What follows belongs to an exercise in optimizing a design on an open flow for small area; a production flow would make more cautious choices.
Where RTL was checked, it was by simulation tests only, not by an equivalence proof against the original.
No functional check of the RTL was part of runs 2 and 3.
Power is estimated from default activity; no workload was simulated.

<file path="design.v">
module Hough(
	input wire			nReset,
	input wire			Clk,
	input wire 	[7:0]	PixelIn,
	input wire			FrameIn,
	input wire			LineIn,
	output reg	[7:0]	PixelOut,
	output reg			FrameOut,
	output reg			LineOut
);
	localparam N = 105;
	reg [6*N-1:0] line;
	always @(posedge Clk)
		line <= {line[6*N-7:0], PixelIn[7:2]};
	reg [5:0] ci;		 
	reg [5:0] Wm1;		 
	reg [7:0] ri;		 
	reg [7:0] Hm1;		 
	always @(posedge Clk) begin
		if (LineIn) begin
			ci  <= 6'd0;
			Wm1 <= ci;
		end else
			ci  <= ci + 6'd1;
	end
	always @(posedge Clk or negedge nReset) begin
		if (!nReset)
			ri <= 8'd254;
		else if (FrameIn)
			ri <= 8'd0;
		else if (LineIn)
			ri <= ri + 8'd1;
	end
	always @(posedge Clk)
		if (FrameIn) Hm1 <= ri;
	reg [5:0] m1, m2;
	integer i;
	always @* begin
		m1 = 6'd0;
		m2 = 6'd0;
		for (i = 2; i <= 48; i = i + 1) begin
			if (Wm1 == i) begin
				m1 = m1 | line[6*(101-i) +: 6];
				m2 = m2 | line[6*(100-2*i) +: 6];
			end
		end
	end
	reg [5:0] T1, T2, U1, U2;
	always @(posedge Clk) begin
		T1 <= m1;
		T2 <= T1;
		U1 <= m2;
		U2 <= U1;
	end
	wire [5:0] p0 = line[6*104 +: 6];
	wire [5:0] p1 = line[6*103 +: 6];
	wire [5:0] p2 = line[6*102 +: 6];
	function [5:0] absd(input [5:0] a, input [5:0] b);
		absd = (a > b) ? a - b : b - a;
	endfunction
	wire [5:0] ha = absd(p0, p2);
	wire [5:0] hb = absd(T2, m1);
	wire [5:0] hc = absd(U2, m2);
	wire [5:0] vd = absd(p0, U2);
	wire [5:0] ve = absd(p1, U1);
	wire [5:0] vf = absd(p2, m2);
	wire [7:0] sum = ha[5:1] + hb + hc[5:1] + vd[5:1] + ve + vf[5:1];
	reg [6:0] s;
	reg [5:0] co;
	reg [7:0] ro;
	reg       q;
	always @(posedge Clk or negedge nReset) begin
		if (!nReset)
			s <= 7'd0;
		else if (s != 7'd105)
			s <= s + 7'd1;
	end
	always @(posedge Clk) begin
		if (s == 7'd104) begin
			co <= 6'd0;
			ro <= 8'd0;
		end else if (co == Wm1) begin
			co <= 6'd0;
			ro <= (ro == Hm1) ? 8'd0 : ro + 8'd1;
		end else
			co <= co + 6'd1;
	end
	wire mask = ({1'b0, co} + 7'd1 >= {1'b0, Wm1}) | ({1'b0, ro} + 9'd1 >= {1'b0, Hm1});
	always @(posedge Clk) begin
		q        <= (ro == {2'b0, co} + 8'd1);
		FrameOut <= (co == 6'd0) && (ro == 8'd0);
		LineOut  <= (co == 6'd0);
		PixelOut <= q ? 8'hFF : (mask ? 8'h00 : sum);
	end
endmodule
</file>
<file path="run.sh">
#!/bin/bash
# synth_recipe.tcl (not shown) runs the flow's synth.tcl, then flattens the netlist and writes it again
# the make line also repeats each setting of config.mk as NAME=value (left out here)
make -C /OpenROAD-flow-scripts/flow DESIGN_CONFIG=/design/flow/config.mk WORK_HOME=/design/flow/orfs CLKGATE_MAP_FILE= SYNTH_SCRIPT=/design/flow/synth_recipe.tcl finish
</file>
<file path="config.mk">
export PLATFORM = sky130hd
export DESIGN_NAME = Hough
export DESIGN_NICKNAME = Hough
export VERILOG_FILES = /design/flow/design.v
export SDC_FILE = /design/flow/constraint.sdc
export NUM_CORES = 8
export LEC_CHECK = 0
export CAP_MARGIN = 40
export CORE_MARGIN = 2
export CORE_UTILIZATION = 30
export SLEW_MARGIN = 40
</file>
<file path="constraint.sdc">
create_clock -name core_clock -period 10.0 [get_ports {Clk}]
set_input_delay 2.0000 -clock core_clock [delete_from_list [all_inputs] [get_ports {Clk}]]
set_output_delay 2.0000 -clock core_clock [all_outputs]
set_load 0.01 [all_outputs]
</file>
==> results.json, run 1 <==
{
  "status": "timing/DRC/antenna clean",
  "grt_start_max_net_pins": 19,
  "rr_startpoint": "Wm1[1]",
  "cpMostUsedCell": "fa_1",
  "drtIter0Drc": 1581,
  "fp-row-count": 101,
  "syn-num-nets": 2066,
  "wl_um": 64100,
  "syn_avg_cell_area_um2": 12.0,
  "ys_seq_area_share_pct": 63.1,
  "hpwl_um": 43600,
  "worstPathMaxFanout": 12,
  "wl_per_cell_um": 20.9,
  "synthToLayoutAreaGrowth_pct": 17.4,
  "setup_tns_ns": 0,
  "drc_errors": 0,
  "fill_cells": 7342,
  "final_common_cell": "dfxtp_1",
  "slew_viol_final": 0,
  "setup_slack_ns": 1.98,
  "setup.worst_path.start": "Wm1[1]",
  "cts_tree": "yes",
  "grt_pass1_vias": 15700,
  "tightest_slew_ns": 0.795,
  "io_pins": 22,
  "die_area_um2": 79000,
  "via_count": 15500,
  "syn_inst": 1923,
  "vias_per_cell": 5.05,
  "cp_top_family": "adder cells",
  "reg2reg_slack_ns": 1.98,
  "cts_root_buf": "clkbuf_16",
  "critPathLaunchType": "flop",
  "async_reset_ff_share_pct": 2.10,
  "yosys_warnings": 1,
  "crit_path_end": "PixelOut[7]",
  "coreArea_um2": 75900,
  "path_clk_slew_ns": 0.06,
  "powerDensity_nw_per_um2": 252,
  "place_congestion": 0.927,
  "fin_skew_ns": 0.0287,
  "fmax_ghz": 0.125,
  "syn_area_um2": 23000,
  "holdBufCountCts": 0,
  "slew_headroom_pct": 47.0,
  "drv.max_cap_violation_count": 0,
  "pre_cts_slack_ns": 2.17,
  "htreeDepth": 3,
  "period_needed_ns": 8.02,
  "worst_path_largest_cell_delay_ns": 0.59,
  "hold_class": "reg -> reg",
  "min_period_over_period_pct": 80.2,
  "synth_edf_count": 14,
  "critPathKind": "reg -> reg",
  "post-cts-setup-buffers": 0,
  "antenna_left": 0,
  "insertion_delay_ns": 0.62,
  "critical_path_depth": 27,
  "slowest_stage": "nand2b_1",
  "path_buf_inv": 4,
  "num-nets-final": 2123,
  "power_leakage_nw": 11.1,
  "reg2reg_depth": 27,
  "die-height_um": 281,
  "die_x_um": 281,
  "endpoint_kind": "flop",
  "numPortBuffers": 19,
  "drt_first_pass_iters": 6,
  "ir_worst_vdd_uv": 134,
  "arrival_ns": 8.50,
  "rr_endpoint": "PixelOut[7]",
  "hp-start": "line[94]",
  "synth_seq_cells": 714,
  "antenna_found_initial": 1,
  "grt_overflow": 0,
  "drive_gt1_share_pct": 10.0,
  "setup_viol": 0,
  "globalRouteTotalUtil_pct": 16.1,
  "post_cts_resized": 0,
  "clock_sinks": 714,
  "ys_types": 68,
  "crit_required_ns": 10.49,
  "numCtsBuffers": 69,
  "rsz0062_at_grt": "no",
  "finalHoldViolCount": 0,
  "yosys_most_used_dff": "dfxtp_1",
  "clock_path_buffers": 3,
  "grt_pass1_wl_um": 96300,
  "layout_common_cells": "dfxtp_1 (685), a22oi_1 (278), nand2_1 (116), inv_1 (111), ha_1 (98)",
  "start_util_pct": 30.3
}
==> report_power, final <==
group | switching (mW) | total [mW] | internal [mW]
combinational | 0.539 | 1.01 | 0.469
clock | 1.13 | 2.75 | 1.62
sequential | 0.0818 | 3.05 | 2.97
==> layout make-up <==
class                           count  area [um^2]  share of cell area [%]
Clock inverter                     30          455                    1.68
Sequential cell                   714        14500                    53.7
Inverter                          111          417                    1.54
Antenna cell                        1         2.50                 0.00926
Timing Repair Buffer               53          445                    1.65
Multi-Input combinational cell   1031         7920                    29.3
Tap cell                         1030         1290                    4.77
Clock buffer                       95         1990                    7.35
==> state kept, by name, indices dropped and copies added, names as in the netlist, 6 cells and up <==
| register | cells |
|---|---|
| co | 6 |
| U1 | 6 |
| Wm1 | 6 |
| ro | 8 |
| T1 | 6 |
| line | 630 |
| ci | 6 |
| T2 | 6 |
| PixelOut | 8 |
| Hm1 | 8 |
| U2 | 6 |
| s | 7 |
| ri | 8 |
==> worst min path at each step <==
| stage | endpoint | slack (ns) | depth (start not counted) |
|---|---|---|---|
| floorplan | T2[0] | 0.31 | 0 |
| global placement | line[290] | 0.31 | 0 |
| detailed placement | T2[4] | 0.31 | 0 |
| CTS | line[100] | 0.31 | 0 |
| global route | line[100] | 0.31 | 0 |
| finish | line[100] | 0.31 | 0 |
==> metal layers <==
layer	share of wire (%)	vias up	global-route usage, %
met3	9.0	216	3.97
li1	-	6934	-
met1	42	7545	20.9
met2	45	775	25.6
met4	4.4	0	6.81
met5	0	-	0
==> synth_stat cells, types with 4 or more instances <==
master       n  area [um^2]
and3_1      20          125
edfxtp_1    14          420
nand3_1     32          160
nand4bb_1    5         56.3
o21a_1       6         45.0
nor2b_1     12         75.1
nor2_2       5         31.3
dfxtp_1    685        13700
buf_4        4         30.0
a221oi_1     7         61.3
ha_1        98         1230
o21ai_0     21          105
xor2_1      25          219
and2_1       6         37.5
nor4_1      20          125
a22oi_1    278         2090
nor3_1      19         95.1
clkbuf_1    26         97.6
or2_2        5         31.3
nand4_1     43          269
inv_1      111          417
dfstp_2      7          184
xnor2_1     45          394
mux2i_1     25          250
dfrtp_1      8          200
nand2b_1     4         25.0
a21oi_1     36          180
nor2_1      84          315
a21o_1      24          180
o21bai_1     8         60.1
fa_1        33          661
buf_2       33          165
nand2_1    116          435
==> through the flow <==
step | area (um^2) | utilization (%) | hold slack [ns] | std cells | power (mW)
after floorplan | 23000 | - | 0.310 | 1923 | 3.85
after global placement | 24500 | 32.3 | 0.310 | 2939 | 4.11
after detailed placement | 24600 | 32.4 | 0.312 | 2939 | 4.13
after CTS | 27000 | 35.6 | 0.312 | 3064 | 6.87
after global routing | 27000 | 35.6 | 0.312 | 3064 | 7.15
final | 27000 | 35.6 | 0.312 | 3065 | 6.81
==> cell families after synthesis <==
group           count (synthesis)  share of synthesized area [%]
simple gates                  393                           8.62
mux                            27                           1.20
fa+ha+maj                     131                           8.20
xor+xnor                       70                           2.66
compound gates                410                           13.1
flops                         714                           63.1
buf+inv                       178                           3.19
==> worst register-to-register path: stages (launching register included) <==
cell	delay, ns
edfxtp_1	0.47
nand2b_1	0.59
nor2_1	0.35
buf_4	0.31
a22oi_1	0.15
nand2_1	0.08
nor4_1	0.48
nand3_1	0.42
ha_1	0.39
fa_1	0.39
nand2b_1	0.21
a21oi_1	0.19
o311ai_2	0.21
mux2i_1	0.21
a221oi_1	0.32
nand4_1	0.25
fa_1	0.58
inv_1	0.06
fa_1	0.54
inv_1	0.06
fa_1	0.54
inv_1	0.05
ha_1	0.33
a21oi_1	0.22
o21bai_1	0.08
a21oi_1	0.17
xnor2_1	0.09
a21o_1	0.18
==> run 2, diff against run 1 <==
--- a/design.v
+++ b/design.v
@@ -57,12 +57,16 @@
 	wire [5:0] p2 = line[6*102 +: 6];
-	function [5:0] absd(input [5:0] a, input [5:0] b);
-		absd = (a > b) ? a - b : b - a;
-	endfunction
-	wire [5:0] ha = absd(p0, p2);
-	wire [5:0] hb = absd(T2, m1);
-	wire [5:0] hc = absd(U2, m2);
-	wire [5:0] vd = absd(p0, U2);
-	wire [5:0] ve = absd(p1, U1);
-	wire [5:0] vf = absd(p2, m2);
-	wire [7:0] sum = ha[5:1] + hb + hc[5:1] + vd[5:1] + ve + vf[5:1];
+	wire [6:0] ta = {1'b0, p0} + {1'b0, ~p2};
+	wire [6:0] tb = {1'b0, T2} + {1'b0, ~m1};
+	wire [6:0] tc = {1'b0, U2} + {1'b0, ~m2};
+	wire [6:0] td = {1'b0, p0} + {1'b0, ~U2};
+	wire [6:0] te = {1'b0, p1} + {1'b0, ~U1};
+	wire [6:0] tf = {1'b0, p2} + {1'b0, ~m2};
+	wire [4:0] xa = ta[5:1] ^ {5{~ta[6]}};
+	wire [5:0] xb = tb[5:0] ^ {6{~tb[6]}};
+	wire [4:0] xc = tc[5:1] ^ {5{~tc[6]}};
+	wire [4:0] xd = td[5:1] ^ {5{~td[6]}};
+	wire [5:0] xe = te[5:0] ^ {6{~te[6]}};
+	wire [4:0] xf = tf[5:1] ^ {5{~tf[6]}};
+	wire [5:0] cin = {ta[6] & ta[0], tb[6], tc[6] & tc[0], td[6] & td[0], te[6], tf[6] & tf[0]};
+	wire [7:0] sum = xa + xb + xc + xd + xe + xf + cin[0] + cin[1] + cin[2] + cin[3] + cin[4] + cin[5];
 	reg [6:0] s;
--- a/config.mk
+++ b/config.mk
@@ -10,2 +10,4 @@
 export CORE_UTILIZATION = 30
+export CTS_BUF_LIST = sky130_fd_sc_hd__clkbuf_4
+export CTS_CLUSTER_SIZE = 20
 export SLEW_MARGIN = 40
==> run 2 against run 1 <==
Still clean on timing, DRC and antenna. Die area down 2.1%. Worst hold slack worse by 0.037 ns. Synthesized area down 2.1%. Power up 2.7%. Register-to-register slack worse by 0.61 ns. Largest cell class unchanged. Largest power group unchanged. Highest routed layer unchanged.
==> results.json, run 2 <==
{
  "status": "timing/DRC/antenna clean",
  "synth_edf_count": 14,
  "synthToLayoutAreaGrowth_pct": 16.7,
  "syn_inst": 1861,
  "drt_first_pass_iters": 5,
  "synthXorXnorAreaFrac_pct": 3.77,
  "grt_pass1_vias": 16200,
  "synth_compound_area_share_pct": 12.1,
  "yosysMostFrequentCell": "dfxtp_1",
  "grt_pass1_wl_um": 98800,
  "clock_sinks": 714,
  "ys_types": 68,
  "synth_seq_cells": 714,
  "globalRouteTotalUtil_pct": 17.2,
  "finalHoldViolCount": 0,
  "place_congestion": 0.931,
  "yosys_warnings": 1,
  "cts_root_buf": "clkbuf_4",
  "via_count": 15400,
  "coreArea_um2": 74400,
  "power_leakage_nw": 10.9,
  "muxShareOfSynthArea_pct": 0.700,
  "post_cts_resized": 0,
  "drv.max_cap_violation_count": 0,
  "cts_tree": "yes",
  "cpMostUsedCell": "fa_1",
  "setup_viol": 0,
  "arrival_ns": 9.51,
  "reg2reg_slack_ns": 1.37,
  "p_switching_mw": 2.09,
  "synth_simple_gate_area_share_pct": 9.57,
  "critPathLaunchType": "flop",
  "num-nets-final": 2164,
  "yosys_most_used_dff": "dfxtp_1",
  "synth_top_family_by_area": "compound AO/OA/AOI/OAI gates",
  "post-cts-setup-buffers": 0,
  "numCtsBuffers": 179,
  "fill_cells": 7325,
  "cp_top_family": "adder cells",
  "slowest_stage": "or4b_2",
  "final_common_cell": "dfxtp_1",
  "synth_area_leaders": "dfxtp_1 (61%), a22oi_1 (8.3%), ha_1 (4.1%)",
  "setup.worst_path.start": "Wm1[2]",
  "slew_viol_final": 0,
  "p_total_mw": 7.00,
  "critical_path_depth": 26,
  "p_comb_share_pct": 23.0,
  "antenna_found_initial": 1,
  "wl_um": 65700,
  "pwr-share-clk_pct": 33.3,
  "holdBufCountCts": 0,
  "internal_power_mw": 4.91,
  "crit_required_ns": 10.88,
  "rr_startpoint": "Wm1[2]",
  "syn_area_um2": 22500,
  "wl_per_cell_um": 20.9,
  "syn-num-nets": 1976,
  "crit_path_end": "PixelOut[6]",
  "slew_headroom_pct": 39.7,
  "ir_worst_vdd_uv": 326,
  "worst_path_largest_cell_delay_ns": 0.90,
  "vias_per_cell": 4.89,
  "largest_reg_flops": 630,
  "min_delay_path_depth": 0,
  "grt_overflow": 0,
  "post-route-util_pct": 35.3,
  "fmax_ghz": 0.116,
  "numPortBuffers": 19,
  "powerDensity_nw_per_um2": 266,
  "path_buf_inv": 2,
  "min_period_over_period_pct": 86.3,
  "synth_top_area_share_pct": 60.9,
  "regMostFlops": "line",
  "worstPathMaxFanout": 19,
  "tightest_slew_ns": 0.901,
  "start_util_pct": 30.3,
  "path_clk_slew_ns": 0.07,
  "async_reset_ff_share_pct": 2.10,
  "critPathKind": "reg -> reg",
  "clock_path_buffers": 3,
  "io_pins": 22,
  "layout_common_cells": "dfxtp_1 (685), a22oi_1 (250), clkbuf_4 (241), nor2_1 (84), nand2_1 (80)",
  "seqPwrFrac_pct": 43.7,
  "die_area_um2": 77300,
  "grt_start_max_net_pins": 20,
  "fp-row-count": 100,
  "die-height_um": 278,
  "hold_class": "reg -> reg",
  "reg2reg_depth": 26,
  "synth_top_area_cell": "dfxtp_1",
  "rr_endpoint": "PixelOut[6]",
  "die_x_um": 278,
  "setup_tns_ns": 0,
  "syn_avg_cell_area_um2": 12.1,
  "swShare_pct": 29.9,
  "insertion_delay_ns": 1.08,
  "rsz0062_at_grt": "no",
  "period_needed_ns": 8.63,
  "hpwl_um": 46300,
  "endpoint_kind": "flop",
  "synth_common_cells": "dfxtp_1 (685), a22oi_1 (250), nor2_1 (97)",
  "antenna_left": 0,
  "htreeDepth": 4,
  "yosys.area_share.adder_pct": 6.72,
  "drive_gt1_share_pct": 17.1,
  "fin_skew_ns": 0.104,
  "drtIter0Drc": 1173,
  "drc_errors": 0,
  "ys_seq_area_share_pct": 64.4
}
-- run 2: cell count changes after synthesis, sizes merged, moves of 15 or more --
cell    previous run  this run
nand2            116        80
inv              111        79
clkbuf            27        56
a22oi            278       250
buf               40        15
ha                98        73
and3              20        36
mux2i             25         9
nor3              19        34
xnor2             45        60
-- run 2: worst reg2reg max path: cells and delay by family, from the launching register on --
family                     cells  cell delay [ns]
buffers and inverters          2             0.39
AOI/OAI and AO/OA             10             2.17
DFF                            1             0.72
and+or+nand+nor                5             2.01
xor gates and xnor gates       2             0.27
adders and majority gates      7             2.97
-- run 2: final cells by class --
cell class | instances | area, um^2 | area share [%]
Sequential cell | 714 | 14500 | 55.2
Tap cell | 969 | 1210 | 4.61
Antenna cell | 1 | 2.50 | 0.00952
Clock buffer | 241 | 1810 | 6.88
Timing Repair Buffer | 78 | 633 | 2.41
Clock inverter | 62 | 357 | 1.36
Inverter | 79 | 297 | 1.13
Multi-Input combinational cell | 997 | 7460 | 28.4
-- run 2: metrics by stage --
stage / area [um^2] / worst slack (ns) / hold slack [ns] / std cells
floorplan: 22500 / 2.63 / 0.310 / 1861
global placement: 24100 / 1.45 / 0.310 / 2837
detailed placement: 24100 / 1.50 / 0.312 / 2837
CTS: 26300 / 1.44 / 0.275 / 3140
global route: 26300 / 0.976 / 0.294 / 3141
finish: 26300 / 1.37 / 0.275 / 3141
-- run 2: how the worst min path moves through the flow --
stage | startpoint | end | slack, ns
finish | line[166] | line[172] | 0.27
global route | line[166] | line[172] | 0.29
CTS | line[166] | line[172] | 0.28
detailed placement | line[151] | line[157] | 0.31
global placement | line[45] | line[51] | 0.31
floorplan | T1[0] | T2[0] | 0.31
-- run 2: cell families after synthesis --
kind of cell,Yosys count
xor+xnor,97
flops,714
buf+inv,150
compound gates,372
simple gates,410
fa+ha+maj,103
mux,15
-- run 2: layer usage --
layer	track usage (%)	up-vias	share of wire (%)
li1	-	7094	-
met1	21.2	7306	41
met2	26.2	750	44
met3	5.35	201	9.6
met4	10.8	0	5.6
met5	0	-	0
-- run 2: power by group through the flow --
stage | clock (mW) | combinational, mW | sequential [mW]
6_report | 2.33 | 1.61 | 3.06
2_1_floorplan | 0 | 1.29 | 3.09
5_1_grt | 2.56 | 1.89 | 3.07
3_3_place_gp | 0 | 1.58 | 3.12
4_1_cts | 2.41 | 1.63 | 3.06
3_5_place_dp | 0 | 1.61 | 3.12
==> run 3, diff against run 2 <==
--- a/config.mk
+++ b/config.mk
@@ -10,4 +10,4 @@
 export CORE_UTILIZATION = 30
-export CTS_BUF_LIST = sky130_fd_sc_hd__clkbuf_4
-export CTS_CLUSTER_SIZE = 20
+export CTS_BUF_LIST = sky130_fd_sc_hd__clkbuf_8
+export CTS_CLUSTER_SIZE = 30
 export SLEW_MARGIN = 40
==> run 3 against run 2 <==
Still clean. Clock power is 15% higher. Die area is the same. Synthesized cell count unchanged. Setup slack better by 0.040 ns. Worst hold slack improved by 0.018 ns. Design area up 1.3%. Global-route usage decreased by 0.30 points. Via count is 2.0% lower. Combinational power hardly changed. First-iteration DRC count increased by 4.4%. Largest cell class unchanged. Largest power group unchanged.
==> results.json, run 3 <==
{
  "regMostFlops": "line",
  "layout_common_cells": "dfxtp_1 (685), a22oi_1 (250), clkbuf_8 (142), inv_1 (103), nor2_1 (84)",
  "ir_worst_vdd_uv": 340,
  "syn_avg_cell_area_um2": 12.1,
  "antenna_left": 0,
  "wl_um": 65500,
  "async_reset_ff_share_pct": 2.10,
  "holdBufCountCts": 0,
  "ys_types": 68,
  "powerDensity_nw_per_um2": 276,
  "syn-num-nets": 1976,
  "largest_reg_flops": 630,
  "antenna_found_initial": 1,
  "grt_pass1_vias": 15600,
  "drv.max_cap_violation_count": 0,
  "drive_gt1_share_pct": 14.0,
  "critPathLaunchType": "flop",
  "synth_edf_count": 14,
  "post-cts-setup-buffers": 0,
  "clock_path_buffers": 3,
  "reg2reg_slack_ns": 1.41,
  "path_clk_slew_ns": 0.06,
  "worstPathMaxFanout": 16,
  "tightest_slew_ns": 0.923,
  "synth_common_cells": "dfxtp_1 (685), a22oi_1 (250), nor2_1 (97)",
  "synthToLayoutAreaGrowth_pct": 18.3,
  "synth_top_area_cell": "dfxtp_1",
  "whs_ns": 0.293,
  "holdPathEnd": "line[290]",
  "yosysMostFrequentCell": "dfxtp_1",
  "reg2reg_depth": 26,
  "crit_required_ns": 10.59,
  "fmax_ghz": 0.116,
  "power_leakage_nw": 11.1,
  "ys_seq_area_share_pct": 64.4,
  "drtIter0Drc": 1225,
  "die-height_um": 278,
  "arrival_ns": 9.18,
  "drt_first_pass_iters": 7,
  "drc_errors": 0,
  "insertion_delay_ns": 0.75,
  "p_switching_mw": 2.09,
  "synth_top_area_share_pct": 60.9,
  "hold_class": "reg -> reg",
  "cts_root_buf": "clkbuf_8",
  "grt_start_max_net_pins": 20,
  "min_delay_path_depth": 0,
  "syn_area_um2": 22500,
  "setup_tns_ns": 0,
  "io_pins": 22,
  "start_util_pct": 30.3,
  "grt_pass1_wl_um": 97800,
  "slew_headroom_pct": 38.3,
  "fp-row-count": 100,
  "syn_inst": 1861,
  "finalHoldViolCount": 0,
  "yosys_most_used_dff": "dfxtp_1",
  "setup_viol": 0,
  "wl_per_cell_um": 21.5,
  "vias_per_cell": 4.94,
  "die_x_um": 278,
  "num-nets-final": 2097,
  "status": "timing/DRC/antenna clean",
  "pwr-share-clk_pct": 36.4,
  "hpwl_um": 46300,
  "post-route-util_pct": 35.8,
  "place_congestion": 0.931,
  "synth_seq_cells": 714,
  "numCtsBuffers": 112,
  "cts_tree": "yes",
  "htreeDepth": 3,
  "min_period_over_period_pct": 85.9,
  "rr_endpoint": "PixelOut[6]",
  "die_area_um2": 77300,
  "post_cts_resized": 0,
  "coreArea_um2": 74400,
  "globalRouteTotalUtil_pct": 16.9,
  "internal_power_mw": 5.25,
  "fin_skew_ns": 0.0612,
  "period_needed_ns": 8.59,
  "via_count": 15100,
  "grt_overflow": 0,
  "slew_viol_final": 0,
  "yosys_warnings": 1,
  "seqPwrFrac_pct": 41.7,
  "rsz0062_at_grt": "no",
  "hp-start": "line[284]",
  "critPathKind": "reg -> reg",
  "swShare_pct": 28.5,
  "clock_sinks": 714,
  "numPortBuffers": 19,
  "endpoint_kind": "flop",
  "synth_area_leaders": "dfxtp_1 (61%), a22oi_1 (8.3%), ha_1 (4.1%)",
  "final_common_cell": "dfxtp_1",
  "p_comb_share_pct": 21.9,
  "rr_startpoint": "Wm1[5]"
}
-- run 3: cell types whose count changed in the layout (fill, tap and decap cells not counted), moves of 7 or more --
| cell | delta |
|---|---|
| bufinv_16 | +7 |
| clkbuf_4 | -241 |
| clkbuf_8 | +142 |
| clkinv_1 | -39 |
| clkinv_2 | +16 |
| inv_1 | +24 |
-- run 3: worst max-delay path, cell delays in order (launching register included) --
cell and delay, ns:
edfxtp_1 0.65, buf_4 0.30, or4b_2 0.71, nor2_1 0.58, buf_4 0.40, a22oi_1 0.13
nand2_1 0.09, nor4_1 0.06, and3_1 0.30, fa_1 0.50, a21o_1 0.20, a21oi_1 0.35
o21bai_1 0.10, a21oi_1 0.56, xnor2_1 0.18, fa_1 0.52, inv_1 0.06, fa_1 0.50
fa_1 0.49, ha_1 0.34, fa_1 0.46, a21o_1 0.19, a21oi_1 0.21, o21bai_1 0.10
a21oi_1 0.18, xnor2_1 0.09, a21o_1 0.17
-- run 3: routing by layer --
| metal | track usage [%] | part of all wire [%] |
|---|---|---|
| met1 | 21.3 | 42 |
| met2 | 26.2 | 44 |
| met3 | 4.42 | 8.6 |
| met4 | 9.73 | 5.2 |
| met5 | 0 | 0 |
-- run 3: cell type report --
| class | count | area, um^2 |
|---|---|---|
| Timing Repair Buffer | 78 | 633 |
| Clock buffer | 142 | 1950 |
| Fill cell | 7215 | 47800 |
| Clock inverter | 65 | 566 |
| Antenna cell | 1 | 2.50 |
| Inverter | 79 | 297 |
| Sequential cell | 714 | 14500 |
| Tap cell | 969 | 1210 |
| Multi-Input combinational cell | 997 | 7460 |
-- run 3: cell families (layout without fill, tap and decap cells) --
family	Yosys count	in the layout	synth area share [%]
buffers and inverters	150	364	2.74
XOR/XNOR	97	97	3.77
other	0	1	0
AND/OR/NAND/NOR	410	410	9.57
AO/OA/AOI/OAI	372	372	12.1
adder cells (fa/ha/maj)	103	103	6.72
multiplexers	15	15	0.700
flip-flops	714	714	64.4
-- run 3: through the flow --
stage	total power, mW	cell area, um^2	setup WS, ns	std cells
6_report	7.34	26600	1.41	3045
3_5_place_dp	4.73	24100	1.50	2837
5_1_grt	7.82	26600	0.948	3045
2_1_floorplan	4.38	22500	2.63	1861
3_3_place_gp	4.69	24100	1.45	2837
4_1_cts	7.42	26600	1.44	3044
-- run 3: how the worst max path moves through the flow --
stage / startpoint / end / cells after the start
final: Wm1[5] / PixelOut[6] / 26
after global routing: Wm1[5] / PixelOut[6] / 26
after CTS: Wm1[2] / PixelOut[7] / 26
after detailed placement: Wm1[5] / PixelOut[6] / 26
after global placement: Wm1[3] / PixelOut[6] / 25
after floorplan: Wm1[4] / PixelOut[6] / 28
-- run 3: power by group through the flow --
stage	combinational (mW)	clock, mW	sequential (mW)
2_1_floorplan	1.29	0	3.09
3_3_place_gp	1.58	0	3.12
3_5_place_dp	1.61	0	3.12
4_1_cts	1.63	2.73	3.06
5_1_grt	1.89	2.86	3.07
6_report	1.61	2.67	3.06

-- afterwards: timing with drivers on the ports --
How much do the figures lean on ideal ports? The routed layouts below were timed once more, with nothing changed but the port constraints.
Step 1, drivers: a clkbuf_16 drives Clk and a buf_2 each remaining input, both assumed.
Step 2 adds t to the input delays and takes it off the output delays; t is the mean of the earliest and latest rising clock arrival at the registers after step 1. Input paths then give back, and output paths get back, about the clock's delay inside the block.
Slacks: no drivers / after step 1 / after step 2; pairs: no drivers / after step 1.
run | t, ns | setup slack, ns | worst setup path at the end | latest minus earliest clock arrival (ns) | worst data-port slew with drivers (ns)
run 1 | 0.661 | 1.985 / 1.985 / 1.985 | register to register | 0.031 / 0.031 | 0.03
run 2 | 1.071 | 1.371 / 1.371 / 1.371 | register to register | 0.121 / 0.121 | 0.04
run 3 | 0.772 | 1.411 / 1.411 / 1.411 | register to register | 0.065 / 0.065 | 0.04
After both steps setup and hold are still met in every run listed.
